Background: an optimization exercise with open tools, aiming at small area and a short achievable clock period. Do not read the settings as production practice.
Only simulation tests tie the RTL to the original design; equivalence was not proved.
Power and IR drop assume default switching activity.

== the previous run ==
## ff_mult32appx
module ff_mult32appx(clk, aa, bb, yy1, yy2);
  input clk;
  input [31:0] aa;
  input [31:0] bb;
  output [63:0] yy1, yy2;
  wire [33:0] bx = {1'b0, bb, 1'b0};
  wire [16:0] e1_d, e2_d, en_d;
  genvar j;
  generate for (j = 0; j < 16; j = j + 1) begin : g_enc
    wire hi = bx[2*j+2], mi = bx[2*j+1], lo = bx[2*j];
    assign e1_d[j] = mi ^ lo;
    assign e2_d[j] = (hi & ~mi & ~lo) | (~hi & mi & lo);
    assign en_d[j] = hi;
  end endgenerate
  assign e1_d[16] = bb[31];
  assign e2_d[16] = 1'b0;
  assign en_d[16] = 1'b0;
  wire [102:0] cs_d;
  mult32_low u_low (.aa(aa), .e1_d(e1_d[7:0]), .e2_d(e2_d[7:0]), .en_d(en_d), .cs(cs_d));
  reg [31:0] a1;
  reg [16:8] e1, e2, en;
  reg [102:0] cs;
  reg za, zb, b1one;
  always @(posedge clk) begin
    a1 <= aa;
    e1 <= e1_d[16:8];
    e2 <= e2_d[16:8];
    en <= en_d[16:8];
    cs <= cs_d;
    za <= ~|aa;
    zb <= ~|bb;
    b1one <= (bb == 32'd1);
  end
  wire [63:0] s0_d;
  wire [63:0] pp_d;
  wire [15:0] bg_d;
  wire [15:0] bp_d;
  mult32_tree u_tree (.a1(a1), .e1(e1), .e2(e2), .en(en), .cs(cs), .s0(s0_d), .pp(pp_d), .bg(bg_d), .bp(bp_d));
  wire [63:0] y1_d;
  signed_Mult32_3_Y21_final_4 u_appx (.a(a1), .zero(za | zb), .one(b1one), .y(y1_d));
  reg  [63:0] s0;
  reg  [63:0] pp;
  reg  [15:0] bg;
  reg  [15:0] bp;
  reg [63:0] yy1;
  always @(posedge clk) begin
    s0 <= s0_d;
    pp <= pp_d;
    bg <= bg_d;
    bp <= bp_d;
    yy1 <= y1_d;
  end
  mult32exact u_add (.s0(s0), .pp(pp), .bg(bg), .bp(bp), .y(yy2));
endmodule
==> flow/config.mk <==
export PLATFORM = sky130hd
export DESIGN_NAME = ff_mult32appx
export DESIGN_NICKNAME = ff_mult32appx
export VERILOG_FILES = /design/flow/design.v
export SDC_FILE = /design/flow/constraint.sdc
export NUM_CORES = 4
export LEC_CHECK = 0
export CAP_MARGIN = 20
export CORE_MARGIN = 2
export CORE_UTILIZATION = 40
export SETUP_SLACK_MARGIN = 4.0
export SLEW_MARGIN = 20
export TNS_END_PERCENT = 10
==> flow/constraint.sdc <==
create_clock -name core_clock -period 8.0 [get_ports {clk}]
set_input_delay 1.6000 -clock core_clock [delete_from_list [all_inputs] [get_ports {clk}]]
set_output_delay 1.6000 -clock core_clock [all_outputs]
set_load 0.01 [all_outputs]
run.sh (not shown) runs the stock make flow with config.mk's settings and CLKGATE_MAP_FILE= SYNTH_SCRIPT=/design/flow/synth_recipe.tcl, a recipe that flattens the netlist after the stock synthesis.
[inputs] the current run vs the previous run
- a deleted TNS_END_PERCENT that had been 10
==> results.txt <==
Route | the current run vs the previous run | wire longer in the current run
Changes observed in the current run relative to the previous run: y dimension of the die level; maximum net fanout on the critical path moved up; power dissipated in the clock network moved up; met3 demand-to-capacity share in global routing moved up; maximum clock rate level.
Part of the total power dissipated in the clock network delta (the previous run -> the current run): insignificant
Diff the previous run -> the current run: number of buffers inserted during clock tree synthesis rose 2; cell area moved up.

* * *

## build 76
Another version of the RTL of ff_mult32appx (not shown whole).
Size: ~5100 cells after synthesis, roughly 390 flip-flops, ~42000 um2 of cells after synthesis.
clock: 8.0 ns
lec_check: 0
cap_margin: 20
core_margin: 2
core_utilization: 40
setup_slack_margin: 4.0
slew_margin: 20
tns_end_percent: 5
### build 76 -> build 68
# build 76
export LEC_CHECK = 0
export CAP_MARGIN = 20
export CORE_MARGIN = 2
export CORE_UTILIZATION = 40
export SETUP_SLACK_MARGIN = 4.0
export SLEW_MARGIN = 20
export TNS_END_PERCENT = 5
create_clock -name core_clock -period 8.0 [get_ports {clk}]
# build 68
export LEC_CHECK = 0
export CAP_MARGIN = 20
export CORE_MARGIN = 2
export CORE_UTILIZATION = 40
export SETUP_SLACK_MARGIN = 4.0
export SLEW_MARGIN = 20
export TNS_END_PERCENT = 10
create_clock -name core_clock -period 8.0 [get_ports {clk}]
- Diff build 76 -> build 68: clock tree skew after final layout went down by 0.018 ns, number of clock buffers in the layout went up by 2, post-route clock period utilization went down by 1.2 points, fraction of power spent switching nets went down by 1.0 points.
What build 86 does differently from build 68 at the input level:
# build 68
export LEC_CHECK = 0
export CAP_MARGIN = 20
export CORE_MARGIN = 2
export CORE_UTILIZATION = 40
export SETUP_SLACK_MARGIN = 4.0
export SLEW_MARGIN = 20
export TNS_END_PERCENT = 10
create_clock -name core_clock -period 8.0 [get_ports {clk}]
# build 86
export LEC_CHECK = 0
export CAP_MARGIN = 20
export CORE_MARGIN = 2
export CORE_UTILIZATION = 40
export SETUP_SLACK_MARGIN = 4.0
export SLEW_MARGIN = 20
export TNS_END_PERCENT = 25
create_clock -name core_clock -period 8.0 [get_ports {clk}]
[summary]
Build 86 ran to completion and came out clean on the timing, design-rule and antenna checks.
Build 86 reports its slowest stage cell on the critical path as sky130_fd_sc_hd__o21ai_0 while build 68 reports sky130_fd_sc_hd__fa_1.
Build 86 ended up with cl as its endpoint of the most critical setup path; build 68 ended up with cs[110].
Comparing build 68 and build 86, the higher power share of the clock group is on build 86.
Against build 68 as the reference, build 86 delivers a higher fmax.
Summary of build 86 over build 68: maximum VDD drop now larger, final core utilization went up by 0.67 points, path depth of the worst reg2reg path decreased 5.
Switching power: build 86 vs build 68 up 2.0%
Looking at kind of critical path, the flop to flop result is from build 86; the primary input to flop one comes from build 68.
Build 68 reports its launching element of the worst setup path as aa[21] while build 86 reports cs[15].

==> port drivers added, routing unchanged <==
The flow's constraints put no driver on any port. The routed layouts listed below were extracted and timed again, unchanged, in two steps.
Step 1 assumes that a clkbuf_16 drives the clock port and a buf_2 every other input.
Step 2 times the ports against the registers' clock, not the clock port: input delays grow and output delays shrink by t, the midpoint of the rising clock arrivals with the driver on.
a / b / c = ideal ports / drivers / drivers and shift; a / b = the first two.
| run | t (ns) | setup slack, ns | hold slack, ns | latest minus earliest clock arrival (ns) |
|---|---|---|---|---|
| the previous run | 0.684 | 3.679 / 3.619 / 3.006 | 0.449 / 0.449 / 0.449 | 0.045 / 0.045 |
| the current run | 0.679 | 3.681 / 3.547 / 2.868 | 0.463 / 0.463 / 0.463 | 0.024 / 0.024 |
| build 76 | 0.682 | 3.721 / 3.742 / 3.067 | 0.454 / 0.454 / 0.454 | 0.049 / 0.050 |
| build 68 | 0.679 | 3.816 / 3.827 / 3.155 | 0.450 / 0.450 / 0.450 | 0.032 / 0.032 |
| build 86 | 0.691 | 3.860 / 3.811 / 3.213 | 0.444 / 0.444 / 0.444 | 0.031 / 0.031 |
After both steps every run listed still meets setup and hold. For the current run, which loses most, drivers alone change the setup slack by -0.134 ns; drivers and shift together by -0.813 ns.
